Source: an optimization exercise on an open RTL-to-GDS flow (aim: a short achievable clock period and few clock cycles). Production flows keep margins and buffers that such runs may drop.
Only simulation tests tie the RTL to the original design; equivalence was not proved.
No activity file was given, so power comes from the tool's default toggle rates.

Design mips_core, start of the top module:
module mips_core
(
	input clk,
	input rst,
	output [11:0] imem_addr,
	input [31:0] imem_rdata,
	output [5:0] dmem_addr,
	output [31:0] dmem_wdata,
	output dmem_we,
	input [31:0] dmem_rdata,
	output halted
);
	reg [31:0] pc;
	reg        d_valid_r;
	reg        e_redir_q;		 
	wire       d_valid = d_valid_r & ~e_redir_q;
	reg [31:0] d_ir;
	reg [31:0] d_pc1;		 
	reg [31:0] d_rs_oh, d_rt_oh;	 
	reg        d_pred;		 
	reg [31:0] d_ptgt;		 
	reg [31:0] link;		 
	reg [31:0] d_pc;		 
	reg        d_cross;		 
	reg        e_valid_r;
	wire       e_valid = e_valid_r & ~e_redir_q;
	reg [31:0] e_a;			 
	reg [31:0] e_b;			 
	reg [31:0] e_s;			 
	reg [4:0]  e_sh;		 
	reg        e_fa_ad, e_fa_sb, e_fa_ls, e_fa_st;
	reg        e_fa_ad_h, e_fa_sb_h, e_fa_ls_h;
	reg        e_fa_n, e_fc_ad, e_fc_sb, e_fc_ls, e_fc_st;
	reg        e_fb_ad, e_fb_sb, e_fb_ls, e_fb_st;
	reg        e_fb_ad_h, e_fb_sb_h, e_fb_ls_h;
	reg        e_fb_n, e_fd_ad, e_fd_sb, e_fd_ls, e_fd_st;
	reg        e_fs_ad, e_fs_sb, e_fs_ls, e_fs_st;
	reg        e_add, e_sub, e_and, e_or, e_xor, e_nor, e_slt, e_shl, e_shr, e_passb;
	reg        e_shvar;
	reg        e_we;
	reg [4:0]  e_rd;
	reg        e_load;
	reg        e_store;
	reg [1:0]  e_sext;		 
	reg [2:0]  e_lty;		 
	reg        e_br, e_bne, e_pred;
	reg [31:0] e_alt;		 
	reg        e_jr;
	reg        e_mis1, e_mis0;	 
	reg        e_jrv;		 
	reg        e_jpred;		 
	wire       e_lgu = e_and | e_or | e_xor | e_nor | e_passb;	 
	wire       e_shu = e_shl | e_shr;
	reg        e_halt;
	reg        m_we;
	reg [4:0]  m_rd;
	reg [31:0] m_add, m_sub, m_ls;	 
	reg        m_slt;		 
	reg        m_u_ad, m_u_sb, m_u_ls, m_u_st;
	reg [5:0]  m_addr;
	reg [31:0] m_sdata;
	reg        m_store;
	reg        m_load;
	reg [2:0]  m_lty;
	reg        w_we;
	reg [4:0]  w_rd;
	reg [31:0] w_res;
	reg        stall_r;		 
	reg        halted_r;
	reg [31:0] rf [0:31];
	reg [31:0] rf_v;
	wire [5:0]  op = d_ir[31:26];
	wire [5:0]  fn = d_ir[5:0];
	wire [4:0]  rs = d_ir[25:21];
	wire [4:0]  rt = d_ir[20:16];
	wire [4:0]  rd = d_ir[15:11];
	wire [31:0] simm = {{16{d_ir[15]}}, d_ir[15:0]};
	wire is_r    = (op == 6'h00);
	wire f_sll   = is_r & (fn == 6'h00);
	wire f_srl   = is_r & (fn == 6'h02);
	wire f_sra   = is_r & (fn == 6'h03);
	wire f_sllv  = is_r & (fn == 6'h04);
	wire f_srlv  = is_r & (fn == 6'h06);
  ...
==> flow/config.mk <==
export PLATFORM = sky130hd
export DESIGN_NAME = mips_core
export DESIGN_NICKNAME = mips_core
export VERILOG_FILES = /design/flow/design.v
export SDC_FILE = /design/flow/constraint.sdc
export NUM_CORES = 4
export LEC_CHECK = 0
export ABC_CLOCK_PERIOD_IN_PS = 2500
export CAP_MARGIN = 20
export CORE_MARGIN = 2
export CORE_UTILIZATION = 30
export PLACE_DENSITY = 0.45
export SETUP_SLACK_MARGIN = 5
export SLEW_MARGIN = 20
export SYNTH_HIERARCHICAL = 1
export SYNTH_MINIMUM_KEEP_SIZE = 0
==> flow/constraint.sdc <==
create_clock -name core_clock -period 10.0 [get_ports {clk}]
set_input_delay 2.0000 -clock core_clock [delete_from_list [all_inputs] [get_ports {clk}]]
set_output_delay 2.0000 -clock core_clock [all_outputs]
set_load 0.01 [all_outputs]
standard.sh (not shown) runs the stock make flow with config.mk's settings and CLKGATE_MAP_FILE= SYNTH_SCRIPT=/design/flow/synth_recipe.tcl, a recipe that flattens the netlist after the stock synthesis.
==> flow/flow/run.sh <==
#!/bin/bash
set -euo pipefail
bash standard.sh SETUP_SLACK_MARGIN=7 MATCH_CELL_FOOTPRINT=0 \
  "BUFFER_PORTS_ARGS=-buffer_cell sky130_fd_sc_hd__buf_4" finish > standard_flow.log 2>&1
Testbench counts at the start, summed over its fixed seeds: cycles 424,173.
Next try:
--- a/flow/design.v
+++ b/flow/design.v
@@ -175,32 +175,30 @@
 		({32{e_nor}}   & ~(A | B)) |
 		({32{e_passb}} & B);
 	wire [31:0] shres = shbig ? 32'b0 : (e_shl ? shl : shr);
 	wire eq_aa = (e_a == e_b);
 	wire [31:0] m_stw = {31'b0, m_slt};
 	wire eq_ab = (m_add == e_b), eq_sb = (m_sub == e_b), eq_lb = (m_ls == e_b);
 	wire eq_tb = (m_stw == e_b);
 	wire eq_aA = (e_a == m_add), eq_aS = (e_a == m_sub), eq_aL = (e_a == m_ls);
 	wire eq_aT = (e_a == m_stw);
+	wire eq = (e_fa_n & e_fb_n & eq_aa) | (~e_fa_n & ~e_fb_n) |
+	          (e_fb_n & ((e_fc_ad & eq_ab) | (e_fc_sb & eq_sb) | (e_fc_ls & eq_lb) | (e_fc_st & eq_tb))) |
+	          (e_fa_n & ((e_fd_ad & eq_aA) | (e_fd_sb & eq_aS) | (e_fd_ls & eq_aL) | (e_fd_st & eq_aT)));
 	wire jeq = (e_fa_n & (e_a == e_alt)) | (e_fc_ad & (m_add == e_alt)) | (e_fc_sb & (m_sub == e_alt)) |
 	           (e_fc_ls & (m_ls == e_alt)) | (e_fc_st & (m_stw == e_alt));
 	wire [31:0] fast_res =
 		({32{e_and}}   & (e_a & e_b)) |
 		({32{e_or}}    & (e_a | e_b)) |
 		({32{e_xor}}   & (e_a ^ e_b)) |
 		({32{e_nor}}   & ~(e_a | e_b)) |
 		({32{e_passb}} & e_b);
-	wire [9:0]  eqv = {eq_aa, eq_ab, eq_sb, eq_lb, eq_tb, eq_aA, eq_aS, eq_aL, eq_aT, jeq};
-	wire [9:0]  fwv = {e_fa_n, e_fb_n, e_fc_ad, e_fc_sb, e_fc_ls, e_fc_st, e_fd_ad, e_fd_sb, e_fd_ls, e_fd_st};
-	wire [4:0]  ctv = {e_mis1, e_mis0, e_jrv, e_jpred, e_redir_q};
-	wire e_redir, e_redir_h;
-	redir_sel u_redir   (.eqv(eqv), .fwv(fwv), .ctv(ctv), .r(e_redir));
-	redir_sel u_redir_h (.eqv(eqv), .fwv(fwv), .ctv(ctv), .r(e_redir_h));
+	wire e_redir = ((eq ? e_mis1 : e_mis0) | (e_jrv & ~(e_jpred & jeq))) & ~e_redir_q;
 	wire [31:0] e_tgt = e_jr ? A : e_alt;
 	wire [31:0] pc1 = pc + 32'd1;
 	wire [5:0]  p_op = imem_rdata[31:26];
 	wire [5:0]  p_fn = imem_rdata[5:0];
 	wire        f_ok;		 
 	wire        p_j, p_jr, p_bt, p_take, s_pj, s_pjr, s_pbt, s_pseq;
 	fdec u_fdec (.w(imem_rdata), .ok(f_ok), .j(p_j), .jr(p_jr), .bt(p_bt), .take(p_take),
 	             .s_j(s_pj), .s_jr(s_pjr), .s_bt(s_pbt), .s_seq(s_pseq));
 	wire        p_beq = (p_op == 6'h04);
@@ -270,19 +268,19 @@
 		.s0(stall), .v0(pc),
 		.s1(s_db),  .v1(br_tgt),
 		.s2(s_dj),  .v2(d_jtgt),
 		.s3(s_pj),  .v3({6'b0, imem_rdata[25:0]}),
 		.s4(s_pjr), .v4(link),
 		.s5(s_pbt), .v5({pc[31:12], 12'b0}),
 		.s6(s_pseq), .v6(pc1),
 		.s7(1'b0), .v7(32'b0),
 		.y(pc_rest));
-	pc_fin u_pfin (.r(rst), .s(e_redir), .sh(e_redir_h), .a(e_tgt), .sb(s_pbt), .s12(p_s12), .b(pc_rest), .y(pc_next));
+	pc_fin u_pfin (.r(rst), .s(e_redir), .a(e_tgt), .sb(s_pbt), .s12(p_s12), .b(pc_rest), .y(pc_next));
 	assign imem_addr = pc[11:0];
 	assign halted = halted_r;
 	always @(posedge clk)
 	begin
 		pc <= pc_next;
 	end
 	always @(posedge clk)
 	begin
 		if (rst)
@@ -481,27 +479,25 @@
 	output [31:0] y
 );
 	assign y = ({32{s0}} & v0) | ({32{s1}} & v1) | ({32{s2}} & v2) | ({32{s3}} & v3) |
 	           ({32{s4}} & v4) | ({32{s5}} & v5) | ({32{s6}} & v6) | ({32{s7}} & v7);
 endmodule
 module pc_fin
 (
 	input r,
 	input s,
-	input sh,		 
 	input [31:0] a,
 	input sb,
 	input [11:0] s12,
 	input [31:0] b,
 	output [31:0] y
 );
-	wire [31:0] nr = b | {20'b0, {12{sb}} & s12};
-	assign y = {32{~r}} & {sh ? a[31:16] : nr[31:16], s ? a[15:0] : nr[15:0]};
+	assign y = {32{~r}} & (s ? a : (b | {20'b0, {12{sb}} & s12}));
 endmodule
 module sel4
 (
 	input s0, input [31:0] v0,
 	input s1, input [31:0] v1,
 	input s2, input [31:0] v2,
 	input s3, input [31:0] v3,
 	output [31:0] y
 );
@@ -613,22 +609,9 @@
 					assign g[l + 1][i] = g[l][i];
 					assign p[l + 1][i] = p[l][i];
 				end
 			end
 		end
 	endgenerate
 	assign s = x ^ {g[4][10:0], cin};
 	assign cout = g[4][11];
 endmodule
-module redir_sel
-(
-	input [9:0] eqv,	 
-	input [9:0] fwv,	 
-	input [4:0] ctv,	 
-	output r
-);
-	wire fa_n = fwv[9], fb_n = fwv[8];
-	wire eq = (fa_n & fb_n & eqv[9]) | (~fa_n & ~fb_n) |
-	          (fb_n & ((fwv[7] & eqv[8]) | (fwv[6] & eqv[7]) | (fwv[5] & eqv[6]) | (fwv[4] & eqv[5]))) |
-	          (fa_n & ((fwv[3] & eqv[4]) | (fwv[2] & eqv[3]) | (fwv[1] & eqv[2]) | (fwv[0] & eqv[1])));
-	assign r = ((eq ? ctv[4] : ctv[3]) | (ctv[2] & ~(ctv[1] & eqv[0]))) & ~ctv[0];
-endmodule
What happened: The changed run produced a clean layout; core utilization is lower by 0.32 points; count of clock-buffer cells in the layout is lower by 15; critical path depth is higher by 13; total power is higher by about 1.3%; synthesized area is higher by about 0.34%.
Testbench counts after the change, summed over its fixed seeds: cycles 424,173.

========
== the baseline ==
Another version of the RTL of mips_core (not shown whole).
For scale: about 8,200 cells after synthesis, ~120 I/O pins, about 88,000 sq um of cells after synthesis.
Design mips_core, start of the top module:
module mips_core
(
	input clk,
	input rst,
	output [11:0] imem_addr,
	input [31:0] imem_rdata,
	output [5:0] dmem_addr,
	output [31:0] dmem_wdata,
	output dmem_we,
	input [31:0] dmem_rdata,
	output halted
);
	reg [31:0] pc;
	reg        d_valid_r;
	reg        e_redir_q;		 
	wire       d_valid = d_valid_r & ~e_redir_q;
	reg [31:0] d_ir;
	reg [31:0] d_pc1;		 
	reg [31:0] d_rs_oh, d_rt_oh;	 
	reg        d_pred;		 
	reg [31:0] d_ptgt;		 
	reg [31:0] link;		 
	reg [31:0] d_pc;		 
	reg        d_cross;		 
	reg        e_valid_r;
	wire       e_valid = e_valid_r & ~e_redir_q;
	reg [31:0] e_a;			 
	reg [31:0] e_b;			 
	reg [31:0] e_s;			 
	reg [4:0]  e_sh;		 
	reg        e_fa_ad, e_fa_sb, e_fa_ls, e_fa_st;
	reg        e_fa_ad_h, e_fa_sb_h, e_fa_ls_h;
	reg        e_fa_n, e_fc_ad, e_fc_sb, e_fc_ls, e_fc_st;
	reg        e_fb_ad, e_fb_sb, e_fb_ls, e_fb_st;
	reg        e_fb_ad_h, e_fb_sb_h, e_fb_ls_h;
	reg        e_fb_n, e_fd_ad, e_fd_sb, e_fd_ls, e_fd_st;
	reg        e_fs_ad, e_fs_sb, e_fs_ls, e_fs_st;
  ...
Settings: LEC_CHECK=0, ABC_CLOCK_PERIOD_IN_PS=2500, CAP_MARGIN=20, CORE_MARGIN=2, CORE_UTILIZATION=30, PLACE_DENSITY=0.45, SETUP_SLACK_MARGIN=5, SLEW_MARGIN=20, SYNTH_HIERARCHICAL=1, SYNTH_MINIMUM_KEEP_SIZE=0; clock period 10.0 ns.
Scripts as last shown in full above: flow/flow/run.sh
The baseline went all the way through the flow, and no timing, DRC or antenna check failed.
Testbench counts of the baseline, summed over its fixed seeds: cycles 424,173.
--- input diff the baseline..the candidate ---
--- a/flow/design.v
+++ b/flow/design.v
@@ -251,20 +251,20 @@
 		.y(e_b_nx));
 	sel4 u_cap_s (
 		.s0(~fm_t & fw_t & m_ld),  .v0(ldata),
 		.s1(~fm_t & fw_t & ~m_ld), .v1(m_res),
 		.s2(~fm_t & ~fw_t),        .v2(rd_t),
 		.s3(1'b0),                 .v3(32'b0),
 		.y(e_s_nx));
 	wire d_go = d_valid & ~stall;		 
 	wire        d_jx    = (f_jr & ~d_pred) | f_jalr;
-	wire        d_redir = d_go & d_jx & (fm_s ? e_lgu : ~(fw_s & m_load));
-	wire [31:0] d_jtgt  = fm_s ? fast_res : (fw_s ? m_res : rd_s);
+	wire        d_redir = d_go & d_jx & (fm_s ? e_lgu : (fw_s & ~m_load));
+	wire [31:0] d_jtgt  = fm_s ? fast_res : m_res;
 	wire        d_bredir = d_go & is_br & d_pred & d_cross;
 	wire        s_db  = ~stall & d_bredir;
 	wire        s_dj  = ~stall & ~d_bredir & d_redir;
 	assign      f_ok  = ~stall & ~d_bredir & ~d_redir;
 	wire [31:0] pc_rest, pc_next;
 	pc_sel8 u_psel (
 		.s0(stall), .v0(pc),
 		.s1(s_db),  .v1(br_tgt),
 		.s2(s_dj),  .v2(d_jtgt),
[summary]
- Diff the baseline -> the candidate | proportion of cell area occupied by registers | increase of 1.1 points
- Compared to the baseline, the candidate leaves more free space in the core.
- Diff the candidate..the baseline | row count | unchanged
- From the baseline to the candidate the numbers moved as follows: via count down 2,300; worst stage delay on the critical path down 0.26 ns; share of power burned in the clock network down 2.0 points; count of plain and timing-repair buffers in the layout down 67; data required time at the worst endpoint down 2.77 ns.
- Changes observed in the candidate relative to the baseline: wire length after detailed routing shows no meaningful change; number of instances in the synthesized netlist shows a reduction of about 1.7%; total power shows an increase of about 0.7%.
Testbench counts of the candidate, summed over its fixed seeds: cycles 424,173.

-- re-timing with driven ports --
How much do the figures lean on ideal ports? The routed layouts below were timed once more, with nothing changed but the port constraints.
Step 1 assumes that a clkbuf_16 drives the clock port and a buf_2 every other input.
Step 2 times the ports against the registers' clock, not the clock port: input delays grow and output delays shrink by t, the midpoint of the rising clock arrivals with the driver on.
Slacks: ideal ports / drivers / drivers and shift; pairs: ideal ports / drivers.
| run | t (ns) | setup slack, ns | worst setup path at the end | worst register clock-pin slew, ns |
|---|---|---|---|---|
| the first run of note 1 | 0.987 | 6.605 / 6.503 / 5.768 | input to register | 0.08 / 0.08 |
| the second run of note 1 | 0.968 | 6.511 / 6.463 / 5.652 | input to register | 0.07 / 0.07 |
| the baseline | 1.000 | 6.559 / 6.494 / 5.837 | input to register | 0.07 / 0.07 |
| the candidate | 0.984 | 6.606 / 6.504 / 5.814 | input to register | 0.07 / 0.07 |
After both steps every run listed still meets setup and hold. The setup slack of the second run of note 1, which loses most, moves by -0.048 ns with the drivers and by -0.859 ns with both steps.
